Context: an optimization exercise on an open-source flow, tuned for small area. The choices shown serve that exercise and are no tape-out recipe.
In this exercise RTL edits were held to simulation tests only and were not proved equivalent to the original.
No activity file was given, so power comes from the tool's default toggle rates.

### design/flow/constraint.sdc
create_clock -name core_clock -period 8.0 [get_ports {CLOCK_50}]
set_input_delay 1.6000 -clock core_clock [delete_from_list [all_inputs] [get_ports {CLOCK_50}]]
set_output_delay 1.6000 -clock core_clock [all_outputs]
set_load 0.01 [all_outputs]
### design/flow/design.v
module SevenHexDecoder(
	input [7:0] i_hex,
	input i_mode,
	output logic [6:0] o_seven_ten,
	output logic [6:0] o_seven_one
);
	parameter D0 = 7'b1000000;
	parameter D1 = 7'b1111001;
	parameter D2 = 7'b0100100;
	parameter D3 = 7'b0110000;
	parameter D4 = 7'b0011001;
	parameter D5 = 7'b0010010;
	parameter D6 = 7'b0000010;
	parameter D7 = 7'b1011000;
	parameter D8 = 7'b0000000;
	parameter D9 = 7'b0010000;
	parameter DA = 7'b0001000;
	parameter DB = 7'b0000011;
	parameter DC = 7'b1000110;
	parameter DD = 7'b0100001;
	parameter DE = 7'b0000110;
	parameter DF = 7'b0001110;
	always_comb begin
		if (i_mode == 0) begin
			case(i_hex[3:0])
				4'h0: begin o_seven_ten = D0; o_seven_one = D0; end
				4'h1: begin o_seven_ten = D0; o_seven_one = D1; end
				4'h2: begin o_seven_ten = D0; o_seven_one = D2; end
				4'h3: begin o_seven_ten = D0; o_seven_one = D3; end
				4'h4: begin o_seven_ten = D0; o_seven_one = D4; end
				4'h5: begin o_seven_ten = D0; o_seven_one = D5; end
				4'h6: begin o_seven_ten = D0; o_seven_one = D6; end
				4'h7: begin o_seven_ten = D0; o_seven_one = D7; end
				4'h8: begin o_seven_ten = D0; o_seven_one = D8; end
				4'h9: begin o_seven_ten = D0; o_seven_one = D9; end
				4'ha: begin o_seven_ten = D1; o_seven_one = D0; end
				4'hb: begin o_seven_ten = D1; o_seven_one = D1; end
				4'hc: begin o_seven_ten = D1; o_seven_one = D2; end
				4'hd: begin o_seven_ten = D1; o_seven_one = D3; end
				4'he: begin o_seven_ten = D1; o_seven_one = D4; end
				4'hf: begin o_seven_ten = D1; o_seven_one = D5; end
			endcase
		end
		else begin
			case(i_hex[3:0])
				4'h0: begin o_seven_one = D0; end
				4'h1: begin o_seven_one = D1; end
				4'h2: begin o_seven_one = D2; end
				4'h3: begin o_seven_one = D3; end
				4'h4: begin o_seven_one = D4; end
				4'h5: begin o_seven_one = D5; end
				4'h6: begin o_seven_one = D6; end
				4'h7: begin o_seven_one = D7; end
				4'h8: begin o_seven_one = D8; end
				4'h9: begin o_seven_one = D9; end
				4'ha: begin o_seven_one = DA; end
				4'hb: begin o_seven_one = DB; end
				4'hc: begin o_seven_one = DC; end
				4'hd: begin o_seven_one = DD; end
				4'he: begin o_seven_one = DE; end
				4'hf: begin o_seven_one = DF; end
			endcase
			case(i_hex[7:4])
				4'h0: begin o_seven_ten = D0; end
				4'h1: begin o_seven_ten = D1; end
				4'h2: begin o_seven_ten = D2; end
				4'h3: begin o_seven_ten = D3; end
				4'h4: begin o_seven_ten = D4; end
				4'h5: begin o_seven_ten = D5; end
				4'h6: begin o_seven_ten = D6; end
				4'h7: begin o_seven_ten = D7; end
				4'h8: begin o_seven_ten = D8; end
				4'h9: begin o_seven_ten = D9; end
				4'ha: begin o_seven_ten = DA; end
				4'hb: begin o_seven_ten = DB; end
				4'hc: begin o_seven_ten = DC; end
				4'hd: begin o_seven_ten = DD; end
				4'he: begin o_seven_ten = DE; end
				4'hf: begin o_seven_ten = DF; end
			endcase
		end
	end
endmodule
module Debounce(
	input i_in,
	input i_clk,
	input i_rst,
	output o_debounced,
	output o_neg,
	output o_pos
);
	parameter CNT_N = 7;
	localparam CNT_BIT = $clog2(CNT_N+1);
	logic o_debounced_r, o_debounced_w;
	logic [CNT_BIT-1:0] counter_r, counter_w;
	logic neg_r, neg_w, pos_r, pos_w;
	assign o_debounced = o_debounced_r;
	assign o_pos = pos_r;
	assign o_neg = neg_r;
	always_comb begin
		if (i_in != o_debounced_r) begin
			counter_w = counter_r - 1;
		end else begin
			counter_w = CNT_N;
		end
		if (counter_r == 0) begin
			o_debounced_w = ~o_debounced_r;
		end else begin
			o_debounced_w = o_debounced_r;
		end
		pos_w = ~o_debounced_r &  o_debounced_w;
		neg_w =  o_debounced_r & ~o_debounced_w;
	end
	always_ff @(posedge i_clk or negedge i_rst) begin
		if (!i_rst) begin
			o_debounced_r <= '0;
			counter_r <= '0;
			neg_r <= '0;
			pos_r <= '0;
		end else begin
			o_debounced_r <= o_debounced_w;
			counter_r <= counter_w;
			neg_r <= neg_w;
			pos_r <= pos_w;
		end
	end
endmodule
module Top(
	input i_clk,
	input i_rst,
	input i_start_0,
	input i_start_1,
	output logic [7:0] o_random_out,
	output logic o_mode
);
logic state;
logic [30:0] lfsr;
logic [63:0] counter;
logic [63:0] changed_count;
parameter IDLE = '0, RUN = '1;
parameter STEP = 1000;
parameter LIMIT = 50000;
always_ff @(posedge i_clk or negedge i_rst) begin
	if (!i_rst) begin
		state <= IDLE;
		lfsr <= 1;
		o_random_out <= 0;
		o_mode <= 0;
		counter <= 0;
		changed_count <= 0;
	end 
	else begin
		if (i_start_0) begin
			o_mode <= 0;
			counter <= 0;
			changed_count <= 0;
			state <= RUN;
		end
		else if (i_start_1) begin
			o_mode <= 1;
			counter <= 0;
			changed_count <= 0;
			state <= RUN;
		end
		else if (state == RUN) begin
		    counter <= counter + 1;
			if (counter == changed_count) begin
				changed_count <= changed_count + STEP;
				if (o_mode == 0) o_random_out <= {4'b0000, lfsr[30:27]};
				else o_random_out <= lfsr[30:23];
				counter <= 0;
				if (changed_count == LIMIT)
					state <= IDLE;
			end
		end
		lfsr <= {lfsr[28] ^ lfsr[0], lfsr[30:1]};
	end
end
endmodule
module DE2_115(
	input CLOCK_50,
	input RST_N,
	input KEY0,
	input KEY2,
	output [6:0] HEX0,
	output [6:0] HEX1
);
	logic keydown_0, keydown_1;
	logic [7:0] random_value;
	logic mode;
	Debounce deb0(
		.i_in(KEY0),
		.i_rst(RST_N),
		.i_clk(CLOCK_50),
		.o_debounced(),
		.o_neg(keydown_0),
		.o_pos()
	);
	Debounce deb1(
		.i_in(KEY2),
		.i_rst(RST_N),
		.i_clk(CLOCK_50),
		.o_debounced(),
		.o_neg(keydown_1),
		.o_pos()
	);
	Top top0(
		.i_clk(CLOCK_50),
		.i_rst(RST_N),
		.i_start_0(keydown_0),
		.i_start_1(keydown_1),
		.o_random_out(random_value),
		.o_mode(mode)
	);
	SevenHexDecoder seven_dec0(
		.i_hex(random_value),
		.i_mode(mode),
		.o_seven_ten(HEX1),
		.o_seven_one(HEX0)
	);
endmodule
### design/flow/run.sh
#!/bin/bash
# synth_recipe.tcl (not shown) runs the flow's synth.tcl, then flattens the netlist and writes it again
# the make line also repeats each setting of config.mk as NAME=value (left out here)
make -C /OpenROAD-flow-scripts/flow DESIGN_CONFIG=/design/flow/config.mk WORK_HOME=/design/flow/orfs CLKGATE_MAP_FILE= SYNTH_SCRIPT=/design/flow/synth_recipe.tcl finish
### design/flow/config.mk
export PLATFORM = sky130hd
export DESIGN_NAME = DE2_115
export DESIGN_NICKNAME = DE2_115
export VERILOG_FILES = /design/flow/design.v
export SDC_FILE = /design/flow/constraint.sdc
export NUM_CORES = 4
export LEC_CHECK = 0
export CAP_MARGIN = 20
export CORE_MARGIN = 2
export CORE_UTILIZATION = 40
export SLEW_MARGIN = 20
==> impl_metrics.ini, run 1 <==
[synthesis]
ys_types = 69
syn_area_um2 = 9712
ys_async_sr_fraction_pct = 100.0
synth_xor_area_share_pct = 10.19
synth_commonest_cells = dfrtp_1 (175), nor2_1 (92), nand2_1 (73)
ys_warn_count = 3
yosys.cell_count.top_type = dfrtp_1
post_synth_main_area_contributors = dfrtp_1 (45%), xor2_1 (6.5%), xnor2_1 (3.7%)
synthSimpleGateAreaFrac_pct = 25.44
synth_top_family_by_area = simple AND/OR/NAND/NOR gates
synth-main-ff-cell = dfrtp_1
syn_inst = 1038
synthMuxAreaShare_pct = 2.486
synth_top_area_share_pct = 45.09
ys_seq_area_share_pct = 45.36
synth_nets = 1061
synth_top_area_cell = dfrtp_1
synth_enable_flop_cells = 0
syn_avg_cell_area_um2 = 9.356
synthAdderAreaFrac_pct = 2.448
synth_compound_area_share_pct = 10.31
ys_ff_latch = 176

[sta]
post-route-period-util_pct = 52.69
slew_headroom_pct = 36.58
rsz0062_at_grt = false
tightest_slew_ns = 0.9513
timing.fmax_mhz = 237.2
skew_ns = 0.01352
hold_viol = 0
drv_slew = 0
setup_violations = 0
min_period_ns = 4.215
tns_ns = 0

[drt]
wire_per_inst_um = 18.12
drtPass1Iterations = 5
antenna_left = 0
drt_iter0_markers = 722
routed_wl_um = 24730
viasPerCell = 5.723
route.detailed.drc = 0
vias = 7812

[clocking]
postCtsSetupBuffers = 0
numCtsBuffers = 17
clk_path_buf_depth = 2
clk_latency_ns = 0.44
cts_resized = 0
cts_tree = built
htreeDepth = 4
cts_hold_buf = 0
clock-sinks = 176
clk_pin_slew_ns = 0.08
cts-root-buf = clkbuf_16

[worst_setup_path]
cp_max_fo = 24
cp.required_ns = 6.40
crit_type = flop to output port
critPathArrivalTime_ns = 2.62
r2r_setup_slack_ns = 4.68
timing.rr.end = top0.o_random_out[3]
cp-end-kind = output port
r2r_start = top0.changed_count[55]
reg2regPathDepth = 8
start_kind = flop

[hold_path]
hold_path_end = top0.lfsr[7]
hold_path.startpoint = top0.lfsr[8]
hold_class = flop to flop
hold_depth = 0

[final_layout]
antennaDiodeCount = 0
area_growth_pct = 10.86
nets = 1051
drive_gt1_share_pct = 7.205
regArea_um2 = 4405
post-route-util_pct = 44.66
fillers = 2340
multi_input_area_um2 = 4943

[place]
place_congestion = 0.8943
hpwl_um = 17070
io_buffers = 17

[floorplanning]
std_cell_rows = 57
die_area_um2 = 25540
coreArea_um2 = 24110
io_pins = 18
die_h_um = 159.8
start_util_pct = 40.29
die_w_um = 159.8

[grt]
grt_pass1_wl_um = 40160
overflow = 0
antenna_found_initial = 0
track_usage_pct = 19.68
grt_pass1_vias = 7216
grt_max_degree = 100

[power_and_ir_drop]
power_leakage_nw = 4.725
ir_drop_mv = 0.1421
p_per_area_nw_per_um2 = 198.5

[run]
cap_violations = 0

[status]
outcome = no timing/DRC/antenna violations
worst max-delay path: stages, from the launching register on:
cell and delay (ns):
dfrtp_1 0.83, inv_1 0.28, nand2_1 0.14, o21ai_0 0.09, a32o_1 0.21, nand2_1 0.06, o21ai_0 0.08, clkdlybuf4s50_1 0.49
how the worst max path moves through the flow:
stage	from	to	slack, ns	cells past startpoint
detailed placement	top0.o_mode	HEX0[1]	4.23	6
CTS	top0.o_mode	HEX0[1]	3.75	6
floorplan	top0.o_random_out[4]	HEX1[3]	4.95	5
global placement	top0.o_mode	HEX0[1]	4.27	6
global route	top0.o_mode	HEX0[1]	3.52	7
finish	top0.o_mode	HEX0[1]	3.78	7
power by group:
part,internal [mW],switching [mW]
combinational,0.0977,0.209
sequential,0.923,0.0474
clock,0.432,0.429
kinds of logic after synthesis:
| kind of cell | Yosys count |
|---|---|
| adder cells (fa/ha/maj) | 19 |
| multiplexers | 21 |
| AND/OR/NAND/NOR | 451 |
| AO/OA/AOI/OAI | 168 |
| buffers and inverters | 90 |
| flip-flops | 176 |
| XOR/XNOR | 113 |
area by class of cell:
| class | count | area share [%] |
|---|---|---|
| repair buffers | 24 | 2.220 |
| well taps | 324 | 3.765 |
| multi-input cells | 772 | 45.92 |
| flip-flops and latches | 176 | 40.92 |
| clock inverters | 15 | 1.941 |
| inverters | 37 | 1.290 |
| clock buffers | 17 | 3.951 |
state kept, by name, indices dropped and copies added, names as in the netlist:
register / cells
top0.state: 1
deb0.o_debounced_r: 1
deb0.neg_r: 1
top0.counter: 64
top0.o_mode: 1
deb1.counter_r: 3
top0.changed_count: 61
deb0.counter_r: 3
deb1.o_debounced_r: 1
top0.lfsr: 31
top0.o_random_out: 8
deb1.neg_r: 1
placed cells by master, fill, tap and decap left out, types with 19 or more instances in the layout:
master / synthesis / routed
nor2_1: 92 / 92
ha_1: 19 / 19
xor2_1: 72 / 72
nor3_1: 19 / 19
o21ai_0: 48 / 48
or3_1: 48 / 48
xnor2_1: 41 / 41
nand4_1: 38 / 38
dfrtp_1: 175 / 175
nand3_1: 57 / 57
a21oi_1: 65 / 65
nor4_1: 30 / 30
and3_1: 25 / 25
inv_1: 35 / 35
nand2_1: 73 / 72
routing by layer:
metal	GRT usage, %	vias up	part of all wire, %
met5	0	-	0
met4	4.873	0	1.7
met3	3.091	31	5.0
met2	31.94	205	47
met1	27.73	3870	46
li1	-	3706	-
stage by stage:
stage               std cells  total power [mW]  worst slack [ns]  hold slack, ns  cell area (µm²)
global route             1365             2.236             3.517          0.3561            10770
finish                   1365             2.138             3.785          0.3496            10770
detailed placement       1333             1.289             4.234          0.3357            10130
CTS                      1365             2.154             3.752          0.3529            10770
global placement         1332             1.279             4.266          0.3334            10110
floorplan                1038             1.181             4.952          0.3312             9712
==> run 2: changes to the inputs <==
--- a/design/flow/design.v
+++ b/design/flow/design.v
@@ -89,39 +89,22 @@
 	output o_neg,
 	output o_pos
 );
-	parameter CNT_N = 7;
-	localparam CNT_BIT = $clog2(CNT_N+1);
-	logic o_debounced_r, o_debounced_w;
-	logic [CNT_BIT-1:0] counter_r, counter_w;
-	logic neg_r, neg_w, pos_r, pos_w;
-	assign o_debounced = o_debounced_r;
-	assign o_pos = pos_r;
+	logic deb_r, neg_r;
+	logic [2:0] cnt_r;
+	logic flip;
+	assign flip = (cnt_r == 3'd0);
+	assign o_debounced = deb_r;
 	assign o_neg = neg_r;
-	always_comb begin
-		if (i_in != o_debounced_r) begin
-			counter_w = counter_r - 1;
-		end else begin
-			counter_w = CNT_N;
-		end
-		if (counter_r == 0) begin
-			o_debounced_w = ~o_debounced_r;
-		end else begin
-			o_debounced_w = o_debounced_r;
-		end
-		pos_w = ~o_debounced_r &  o_debounced_w;
-		neg_w =  o_debounced_r & ~o_debounced_w;
-	end
+	assign o_pos = 1'b0;
 	always_ff @(posedge i_clk or negedge i_rst) begin
 		if (!i_rst) begin
-			o_debounced_r <= '0;
-			counter_r <= '0;
-			neg_r <= '0;
-			pos_r <= '0;
+			deb_r <= 1'b0;
+			cnt_r <= 3'd0;
+			neg_r <= 1'b0;
 		end else begin
-			o_debounced_r <= o_debounced_w;
-			counter_r <= counter_w;
-			neg_r <= neg_w;
-			pos_r <= pos_w;
+			deb_r <= deb_r ^ flip;
+			cnt_r <= (i_in != deb_r) ? cnt_r - 3'd1 : 3'd7;
+			neg_r <= deb_r & flip;
 		end
 	end
 endmodule
@@ -133,49 +116,42 @@
 	output logic [7:0] o_random_out,
 	output logic o_mode
 );
-logic state;
-logic [30:0] lfsr;
-logic [63:0] counter;
-logic [63:0] changed_count;
-parameter IDLE = '0, RUN = '1;
-parameter STEP = 1000;
-parameter LIMIT = 50000;
-always_ff @(posedge i_clk or negedge i_rst) begin
-	if (!i_rst) begin
-		state <= IDLE;
-		lfsr <= 1;
-		o_random_out <= 0;
-		o_mode <= 0;
-		counter <= 0;
-		changed_count <= 0;
-	end 
-	else begin
-		if (i_start_0) begin
-			o_mode <= 0;
-			counter <= 0;
-			changed_count <= 0;
-			state <= RUN;
-		end
-		else if (i_start_1) begin
-			o_mode <= 1;
-			counter <= 0;
-			changed_count <= 0;
-			state <= RUN;
-		end
-		else if (state == RUN) begin
-		    counter <= counter + 1;
-			if (counter == changed_count) begin
-				changed_count <= changed_count + STEP;
-				if (o_mode == 0) o_random_out <= {4'b0000, lfsr[30:27]};
-				else o_random_out <= lfsr[30:23];
-				counter <= 0;
-				if (changed_count == LIMIT)
-					state <= IDLE;
+	localparam logic [9:0] LO_LAST = 10'b1010110010;  
+	localparam logic [5:0] IDX_LAST = 6'b010011;      
+	logic run;
+	logic [30:0] lfsr;
+	logic [9:0] lo;
+	logic [5:0] hi, idx;
+	logic start, lo_wrap, hit;
+	assign start = i_start_0 | i_start_1;
+	assign lo_wrap = (lo == LO_LAST);
+	assign hit = (lo == 10'd0) && (hi == idx);
+	always_ff @(posedge i_clk or negedge i_rst) begin
+		if (!i_rst) begin
+			run <= 1'b0;
+			lfsr <= 31'd1;
+			o_random_out <= 8'd0;
+			o_mode <= 1'b0;
+		end else begin
+			lfsr <= {lfsr[28] ^ lfsr[0], lfsr[30:1]};
+			if (start) begin
+				o_mode <= ~i_start_0;
+				run <= 1'b1;
+			end else if (run && hit) begin
+				if (o_mode) o_random_out <= lfsr[30:23];
+				else o_random_out <= {4'b0000, lfsr[30:27]};
+				if (idx == IDX_LAST) run <= 1'b0;
 			end
 		end
-		lfsr <= {lfsr[28] ^ lfsr[0], lfsr[30:1]};
 	end
-end
+	always_ff @(posedge i_clk) begin
+		if (start || hit || lo_wrap) lo <= 10'd0;
+		else lo <= {lo[8:0], ~(lo[9] ^ lo[6])};
+		if (start || hit) hi <= 6'd0;
+		else if (lo_wrap) hi <= {hi[4:0], ~(hi[5] ^ hi[4])};
+		if (start) idx <= 6'd0;
+		else if (hit) idx <= {idx[4:0], ~(idx[5] ^ idx[4])};
+	end
 endmodule
 module DE2_115(
 	input CLOCK_50,
--- a/design/flow/config.mk
+++ b/design/flow/config.mk
@@ -7,5 +7,9 @@
 export LEC_CHECK = 0
 export CAP_MARGIN = 20
 export CORE_MARGIN = 2
-export CORE_UTILIZATION = 40
+export CORE_UTILIZATION = 70
+export CTS_BUF_LIST = sky130_fd_sc_hd__clkbuf_8
+export CTS_CLUSTER_DIAMETER = 200
+export CTS_CLUSTER_SIZE = 80
+export PLACE_DENSITY = 0.8
 export SLEW_MARGIN = 20
==> run 2 against run 1 <==
Effect of this change:
- clock power decreased by about 70%
- still clean on timing, DRC and antenna
- register-to-register slack improved by 1.0 ns
- utilization up 37 points
- setup slack improved by 0.19 ns
- die area shrank 80%
==> impl_metrics.ini, run 2 <==
[status]
outcome = no timing/DRC/antenna violations

[final_layout]
area_growth_pct = 12.56
antennaDiodeCount = 0
largest_register_ffs = 31
reg_top3 = top0.lfsr x31, top0.lo x10, top0.o_random_out x8
drive_gt1_share_pct = 9.797
largest-register = top0.lfsr
multi_input_area_um2 = 1319
nets = 313
post-route-util_pct = 81.42
fillers = 257
instances_no_fill = 348
final_area_um2 = 3521
regArea_um2 = 1718
final_cell_mix = dfrtp_1 (50), mux2i_1 (28), nand2_1 (24), dfxtp_1 (22)
mostFrequentLayoutCell = dfrtp_1

[worst_setup_path]
crit_type = flop to output port
crit_cells = 3
worst_path_dominant_cell_family = flip-flops
r2r_setup_slack_ns = 5.68
r2r_start = top0.lo[0]
cp-end-kind = output port
cpMaxStageDelayCell = dfrtp_1
cp_cell_sequence = o21ai_0 > mux4_2 > clkdlybuf4s50_1
worst_path_largest_cell_delay_ns = 0.94
start_kind = flop
reg2regPathDepth = 4
cp_num_buf_inv = 1
cp_max_fo = 29
critPathArrivalTime_ns = 2.43
cp-startpoint = top0.o_mode
cp.required_ns = 6.40
timing.rr.end = top0.lo[2]

[synthesis]
post_synth_main_area_contributors = dfrtp_1 (40%), dfxtp_1 (14%), mux2i_1 (9.0%)
ys_async_sr_fraction_pct = 69.86
synth_top_area_cell = dfrtp_1
synth_top_area_share_pct = 40.00
ys_seq_area_share_pct = 54.92
ys_warn_count = 3
synth_enable_flop_cells = 0
ys_types = 45
synth-main-ff-cell = dfrtp_1
syn_area_um2 = 3128
yosys.cell_count.top_type = dfrtp_1
synth_nets = 294
synth_commonest_cells = dfrtp_1 (50), mux2i_1 (28), nand2_1 (24)
syn_avg_cell_area_um2 = 11.50
ys_ff_latch = 73
syn_inst = 272

[floorplanning]
die_area_um2 = 5019
die_h_um = 70.85
start_util_pct = 72.34
std_cell_rows = 24
io_pins = 18
coreArea_um2 = 4324
die_w_um = 70.85

[power_and_ir_drop]
switching_share_pct = 26.80
clock_power_share_pct = 33.5
p_sw_mw = 0.2077
ir_drop_mv = 0.1995
p_total_mw = 0.7749
intPower_mw = 0.5672
power_leakage_nw = 1.664
combPwrFrac_pct = 10.4
p_seq_share_pct = 56.1
p_per_area_nw_per_um2 = 220.1

[clocking]
clk_path_buf_depth = 2
postCtsSetupBuffers = 0
cts_tree = built
clk_latency_ns = 0.34
clk_pin_slew_ns = 0.07
clock-sinks = 73
htreeDepth = 3
numCtsBuffers = 9
cts_hold_buf = 0
cts_resized = 0
cts-root-buf = clkbuf_8

[drt]
top_layer_used = met4
wl_met3_um = 187
route.detailed.drc = 0
met2_length_um = 2611
viasPerCell = 5.667
antenna_left = 0
drt_iter0_markers = 62
routed_wl_um = 5283
wire_per_inst_um = 15.18
met1Wirelength_um = 2340
drtPass1Iterations = 4
vias = 1972

[place]
placed_cell_area_um2 = 3329
pre_cts_slack_ns = 4.364
place_congestion = 0.8717
place_inst = 332
hpwl_um = 3595
io_buffers = 17

[sta]
tns_ns = 0
rsz0062_at_grt = false
timing.fmax_mhz = 248.3
drv_slew = 0
hold_viol = 0
min_period_ns = 4.028
whs_ns = 0.3512
fin_ws_ns = 3.973
post-route-period-util_pct = 50.34
skew_ns = 0.009971
tightest_slew_ns = 0.9018
slew_headroom_pct = 39.88
setup_violations = 0

[grt]
track_usage_pct = 24.12
overflow = 0
antenna_found_initial = 0
grt_max_degree = 52
grt_pass1_vias = 2048
grt_pass1_wl_um = 9218

[hold_path]
hold_class = flop to flop
hold_depth = 0
hold_path_end = top0.lfsr[11]
hold_path.startpoint = top0.lfsr[12]

[run]
cap_violations = 0
run 2: worst reg2reg max path, delay by kind of cell, from the launching register on:
| kind | cells | cell delay, ns |
|---|---|---|
| AND/OR/NAND/NOR | 3 | 1.21 |
| AO/OA/AOI/OAI | 1 | 0.67 |
| flip-flops | 1 | 0.31 |
run 2: worst max-delay path by stage:
stage              end
6_report       HEX0[0]
5_1_grt        HEX0[3]
4_1_cts        HEX0[0]
3_5_place_dp   HEX0[0]
3_3_place_gp   HEX0[0]
2_1_floorplan  HEX1[3]
run 2: cell type report:
type	instances	area share, %
flip-flops and latches	73	48.79
multi-input cells	172	37.46
repair buffers	18	4.904
clock buffers	11	4.300
well taps	52	1.848
inverters	17	1.812
clock inverters	5	0.8884
run 2: cell families after synthesis:
kind of cell | count (synthesis) | synth area share [%]
XOR/XNOR | 13 | 3.640
AO/OA/AOI/OAI | 31 | 6.600
flip-flops | 73 | 54.92
adder cells (fa/ha/maj) | 18 | 7.200
buffers and inverters | 27 | 3.400
multiplexers | 32 | 11.12
AND/OR/NAND/NOR | 78 | 13.12
run 2: power groups by stage:
| stage | logic, mW | registers [mW] | clock network [mW] |
|---|---|---|---|
| global route | 0.0930 | 0.439 | 0.280 |
| global placement | 0.0698 | 0.439 | 0 |
| CTS | 0.0802 | 0.433 | 0.265 |
| detailed placement | 0.0793 | 0.441 | 0 |
| finish | 0.0806 | 0.435 | 0.260 |
| floorplan | 0.0613 | 0.428 | 0 |
run 2: per-layer routing:
metal	vias to the layer above	track usage (%)
li1	961	-
met1	962	29.76
met2	34	38.94
met3	15	7.692
met4	0	11.32
met5	-	0
==> run 3: changes to the inputs <==
==> design/flow/config.mk (replaced) <==
export PLATFORM = sky130hd
export DESIGN_NAME = DE2_115
export DESIGN_NICKNAME = DE2_115
export VERILOG_FILES = /design/flow/design.v
export SDC_FILE = /design/flow/constraint.sdc
export NUM_CORES = 4
export LEC_CHECK = 0
export CAP_MARGIN = 20
export CORE_MARGIN = 2
export CORE_UTILIZATION = 40
export CTS_BUF_LIST = sky130_fd_sc_hd__clkbuf_4
export CTS_CLUSTER_DIAMETER = 100
export CTS_CLUSTER_SIZE = 40
export SLEW_MARGIN = 20
==> run 3 against run 2 <==
Effect of this change:
- utilization decreased by 35 points
- critical path depth stayed put
- clock skew increased by 0.0056 ns
- still clean on timing, DRC and antenna
- setup slack worse by 0.059 ns
==> impl_metrics.ini, run 3 <==
[power_and_ir_drop]
p_per_area_nw_per_um2 = 214.3
ir_drop_mv = 0.1072
power_leakage_nw = 1.664

[place]
io_buffers = 17
place_congestion = 0.8019
hpwl_um = 3218

[floorplanning]
die_area_um2 = 8543
die_h_um = 92.43
die_w_um = 92.43
start_util_pct = 40.90
coreArea_um2 = 7647
std_cell_rows = 32
io_pins = 18

[worst_setup_path]
cpMaxStageDelayCell = dfrtp_1
cp_num_buf_inv = 1
r2r_setup_slack_ns = 5.61
worst_path_largest_cell_delay_ns = 0.91
crit_cells = 3
cp.required_ns = 6.40
worst_path_dominant_cell_family = flip-flops
cp-end-kind = output port
start_kind = flop
cp_max_fo = 29
cp_cell_sequence = o21ai_0 > mux4_2 > clkdlybuf4s50_1
reg2regPathDepth = 4
critPathArrivalTime_ns = 2.49
crit_type = flop to output port

[sta]
post-route-period-util_pct = 51.09
timing.fmax_mhz = 244.7
whs_ns = 0.3556
min_period_ns = 4.087
hold_viol = 0
drv_slew = 0
setup_violations = 0
rsz0062_at_grt = false
skew_ns = 0.01562
slew_headroom_pct = 43.36
tns_ns = 0
tightest_slew_ns = 0.8496

[synthesis]
ys_async_sr_fraction_pct = 69.86
yosys.cell_count.top_type = dfrtp_1
ys_types = 45
ys_seq_area_share_pct = 54.92
synth_nets = 294
post_synth_main_area_contributors = dfrtp_1 (40%), dfxtp_1 (14%), mux2i_1 (9.0%)
syn_inst = 272
syn_avg_cell_area_um2 = 11.50
syn_area_um2 = 3128
ys_ff_latch = 73
ys_warn_count = 3
synth_top_area_cell = dfrtp_1
synth_commonest_cells = dfrtp_1 (50), mux2i_1 (28), nand2_1 (24)
synth-main-ff-cell = dfrtp_1
synth_enable_flop_cells = 0
synth_top_area_share_pct = 40.00

[grt]
grt_pass1_vias = 1843
met1_usage_pct = 17.33
track_usage_pct = 12.59
top_usage_layer = met2
antenna_found_initial = 0
grt_use_met2_pct = 17.76
overflow = 0
use_met3_pct = 3.662
grt_pass1_wl_um = 8438
grt_max_degree = 52

[drt]
drtPass1Iterations = 4
route.detailed.drc = 0
wire_per_inst_um = 11.95
viasPerCell = 4.787
drt_iter0_markers = 60
vias = 1910
antenna_left = 0
routed_wl_um = 4767

[clocking]
clk_latency_ns = 0.41
cts-root-buf = clkbuf_4
postCtsSetupBuffers = 0
numCtsBuffers = 9
htreeDepth = 3
clock-sinks = 73
cts_resized = 0
clk_pin_slew_ns = 0.12
cts_hold_buf = 0
clk_path_buf_depth = 2
cts_tree = built

[final_layout]
nets = 314
mostFrequentLayoutCell = dfrtp_1
post-route-util_pct = 46.61
antennaDiodeCount = 0
fillers = 708
largest_register_ffs = 31
final_cell_mix = dfrtp_1 (50), mux2i_1 (28), nand2_1 (24), dfxtp_1 (22), nor2_1 (19)
drive_gt1_share_pct = 10.44
reg_top3 = top0.lfsr x31, top0.lo x10, top0.o_random_out x8
largest-register = top0.lfsr
area_growth_pct = 13.96

[hold_path]
hold_class = flop to flop
hold_depth = 0

[run]
cap_violations = 0

[status]
outcome = no timing/DRC/antenna violations
-- run 3: cell counts after synthesis --
No cell type changed its count.
-- run 3: power by group --
group / leakage [nW] / switching, mW / internal (mW)
Sequential: 0.864 / 0.0300 / 0.403
Clock: 0.0890 / 0.127 / 0.132
Combinational: 0.711 / 0.0377 / 0.0345
-- run 3: logic make-up after synthesis --
logic type / synth area share, %
fa+ha+maj: 7.200
simple gates: 13.12
compound gates: 6.600
mux: 11.12
xor+xnor: 3.640
flops: 54.92
buf+inv: 3.400
-- run 3: worst paths after layout --
kind                         startpoint              endpoint
max reg2reg                  top0.lo[0]            top0.hi[2]
max in group asynchronous         RST_N  top0.o_random_out[4]
max                         top0.o_mode               HEX0[0]
min in group asynchronous         RST_N         top0.lfsr[12]
min reg2reg                top0.lfsr[4]          top0.lfsr[3]
min                        top0.lfsr[4]          top0.lfsr[3]
-- run 3: per-stage QoR --
step	cells	total power, mW	setup WS, ns	cell area, µm²
after floorplan	272	0.4892	4.959	3128
after global placement	383	0.5108	4.387	3400
after detailed placement	383	0.5135	4.352	3400
after CTS	399	0.7770	3.873	3565
after global routing	399	0.8109	3.684	3565
final	399	0.7640	3.913	3565
-- run 3: final cells by class --
class / count / area (µm²) / share of cell area [%]
Sequential cell: 73 / 1718 / 48.19
Clock inverter: 6 / 90.09 / 2.527
Tap cell: 102 / 127.6 / 3.580
Clock buffer: 10 / 75.07 / 2.106
Multi-Input combinational cell: 172 / 1310 / 36.75
Timing Repair Buffer: 19 / 180.2 / 5.054
Inverter: 17 / 63.81 / 1.790
-- run 3: layer usage --
layer | up-vias | part of all wire (%)
li1 | 972 | -
met1 | 887 | 52
met2 | 42 | 42
met3 | 9 | 3.9
met4 | 0 | 2.3
met5 | - | 0
==> run 4: changes to the inputs <==
--- a/design/flow/config.mk
+++ b/design/flow/config.mk
@@ -8,7 +8,4 @@
 export CAP_MARGIN = 20
 export CORE_MARGIN = 2
 export CORE_UTILIZATION = 40
-export CTS_BUF_LIST = sky130_fd_sc_hd__clkbuf_4
-export CTS_CLUSTER_DIAMETER = 100
-export CTS_CLUSTER_SIZE = 40
 export SLEW_MARGIN = 20
==> run 4 against run 3 <==
Effect of this change:
- count of clock-buffer cells in the layout did not move
- synthesized area did not move
- highest routed layer unchanged
- critical path depth did not move
- via count rose by 0.73%
- combinational power barely moved
- wire length fell by 0.13%
- still clean on timing, DRC and antenna
==> impl_metrics.ini, run 4 <==
[synthesis]
synth-main-ff-cell = dfrtp_1
synth_nets = 294
syn_inst = 272
synth_top_area_cell = dfrtp_1
synth_enable_flop_cells = 0
yosys.cell_count.top_type = dfrtp_1
ys_warn_count = 3
syn_avg_cell_area_um2 = 11.50
ys_seq_area_share_pct = 54.92
syn_area_um2 = 3128
ys_types = 45
post_synth_main_area_contributors = dfrtp_1 (40%), dfxtp_1 (14%), mux2i_1 (9.0%)
ys_async_sr_fraction_pct = 69.86
synth_commonest_cells = dfrtp_1 (50), mux2i_1 (28), nand2_1 (24)
ys_ff_latch = 73
synth_top_area_share_pct = 40.00

[clocking]
numCtsBuffers = 9
cts-root-buf = clkbuf_8
htreeDepth = 3
clk_pin_slew_ns = 0.08
cts_resized = 0
cts_hold_buf = 0
cts_tree = built
clock-sinks = 73
postCtsSetupBuffers = 0
clk_path_buf_depth = 2
clk_latency_ns = 0.34

[place]
hpwl_um = 3218
place_congestion = 0.8019
io_buffers = 17

[final_layout]
antennaDiodeCount = 0
reg_top3 = top0.lfsr x31, top0.lo x10, top0.o_random_out x8
post-route-util_pct = 47.30
area_growth_pct = 15.64
fillers = 710
mostFrequentLayoutCell = dfrtp_1
drive_gt1_share_pct = 10.10
final_cell_mix = dfrtp_1 (50), mux2i_1 (28), nand2_1 (24), dfxtp_1 (22), nor2_1 (19)
largest-register = top0.lfsr
largest_register_ffs = 31
nets = 314

[power_and_ir_drop]
combPwrFrac_pct = 8.8
ir_drop_mv = 0.1311
p_sw_mw = 0.2016
switching_share_pct = 24.69
intPower_mw = 0.6146
power_leakage_nw = 1.684
p_total_mw = 0.8162
p_seq_share_pct = 53.0
p_per_area_nw_per_um2 = 225.6
clock_power_share_pct = 38.1

[status]
outcome = no timing/DRC/antenna violations

[sta]
min_period_ns = 4.004
post-route-period-util_pct = 50.04
setup_violations = 0
rsz0062_at_grt = false
hold_viol = 0
timing.fmax_mhz = 249.8
tightest_slew_ns = 0.8556
tns_ns = 0
slew_headroom_pct = 42.96
drv_slew = 0
skew_ns = 0.01033

[drt]
route.detailed.drc = 0
drtPass1Iterations = 4
wire_per_inst_um = 11.93
drt_iter0_markers = 65
antenna_left = 0
vias = 1924
routed_wl_um = 4761
viasPerCell = 4.822

[floorplanning]
die_h_um = 92.43
die_area_um2 = 8543
start_util_pct = 40.90
std_cell_rows = 32
die_w_um = 92.43
coreArea_um2 = 7647
io_pins = 18

[worst_setup_path]
r2r_setup_slack_ns = 5.63
cp_max_fo = 29
r2r_start = top0.lo[0]
cp.required_ns = 6.40
crit_type = flop to output port
timing.rr.end = top0.hi[2]
critPathArrivalTime_ns = 2.40
worst_path_largest_cell_delay_ns = 0.90
critical_path.endpoint = HEX0[0]
cp_cell_sequence = o21ai_0 > mux4_2 > clkdlybuf4s50_1
cpMaxStageDelayCell = dfrtp_1
cp-startpoint = top0.o_mode
reg2regPathDepth = 4
cp-end-kind = output port
start_kind = flop

[run]
cap_violations = 0

[grt]
track_usage_pct = 12.40
antenna_found_initial = 0
grt_pass1_vias = 1836
grt_max_degree = 52
overflow = 0
grt_pass1_wl_um = 8424

[hold_path]
hold_path.startpoint = top0.lfsr[6]
hold_class = flop to flop
## run 4: per-stage QoR
step / instances / area, µm² / hold WS [ns] / setup slack (ns)
after detailed placement: 383 / 3400 / 0.3347 / 4.352
after CTS: 399 / 3617 / 0.3518 / 3.975
after global placement: 383 / 3400 / 0.3345 / 4.387
after floorplan: 272 / 3128 / 0.3312 / 4.959
final: 399 / 3617 / 0.3508 / 3.996
after global routing: 399 / 3617 / 0.3566 / 3.786
## run 4: layout make-up
cell class              instances  area (µm²)  area share, %
multi-input cells             172        1310          36.22
well taps                     102       127.6          3.528
repair buffers                 19       180.2          4.981
clock inverters                 6       90.09          2.490
inverters                      17       63.81          1.764
flip-flops and latches         73        1718          47.49
clock buffers                  10       127.6          3.528
## run 4: critical path, delay by kind of cell (launching register included)
family	cells	cell delay, ns
AO/OA/AOI/OAI	1	0.20
buffers and inverters	1	0.49
multiplexers	1	0.48
flip-flops	1	0.90
## run 4: how the worst min path moves through the flow
stage	to	slack, ns	depth (start not counted)
2_1_floorplan	top0.lfsr[10]	0.33	0
3_3_place_gp	top0.lfsr[16]	0.33	0
3_5_place_dp	top0.lfsr[21]	0.33	0
4_1_cts	top0.lfsr[3]	0.35	0
5_1_grt	top0.lfsr[3]	0.36	0
6_report	top0.lfsr[5]	0.35	0
## run 4: cells by family after synthesis
group | share of synthesized area [%]
adder cells (fa/ha/maj) | 7.200
AO/OA/AOI/OAI | 6.600
buffers and inverters | 3.400
multiplexers | 11.12
AND/OR/NAND/NOR | 13.12
flip-flops | 54.92
XOR/XNOR | 3.640
## run 4: layer usage
layer / vias to the layer above / global-route usage (%) / wire (µm)
li1: 968 / - / -
met1: 896 / 17.38 / 2493
met2: 48 / 17.58 / 1986
met3: 12 / 3.173 / 181
met4: 0 / 6.592 / 100
met5: - / 0 / 0
## run 4: power by group through the flow
| stage | combinational (mW) | clock (mW) | sequential (mW) |
|---|---|---|---|
| floorplan | 0.0613 | 0 | 0.428 |
| global placement | 0.0712 | 0 | 0.440 |
| global route | 0.0860 | 0.339 | 0.437 |
| finish | 0.0721 | 0.311 | 0.433 |
| detailed placement | 0.0728 | 0 | 0.441 |
| CTS | 0.0736 | 0.321 | 0.433 |

==> re-timing with driven ports <==
The flow's constraints put no driver on any port. The routed layouts listed below were extracted and timed again, unchanged, in two steps.
Step 1 (the two cells are an assumption about what drives the block):
set clk [get_ports {CLOCK_50}]
set_driving_cell -lib_cell sky130_fd_sc_hd__clkbuf_16 $clk
set_driving_cell -lib_cell sky130_fd_sc_hd__buf_2 [delete_from_list [all_inputs] $clk]
Step 2 times the ports against the registers' clock, not the clock port: input delays grow and output delays shrink by t, the midpoint of the rising clock arrivals with the driver on.
a / b / c = no drivers / after step 1 / after step 2; a / b = the first two.
run | t, ns | setup slack, ns | worst data-port slew with drivers (ns)
run 1 | 0.475 | 3.785 / 3.738 / 4.214 | 0.04
run 2 | 0.363 | 3.973 / 3.947 / 4.310 | 0.03
run 3 | 0.431 | 3.913 / 3.889 / 4.320 | 0.03
run 4 | 0.360 | 3.996 / 3.969 / 4.330 | 0.03
After both steps setup and hold are still met in every run listed.
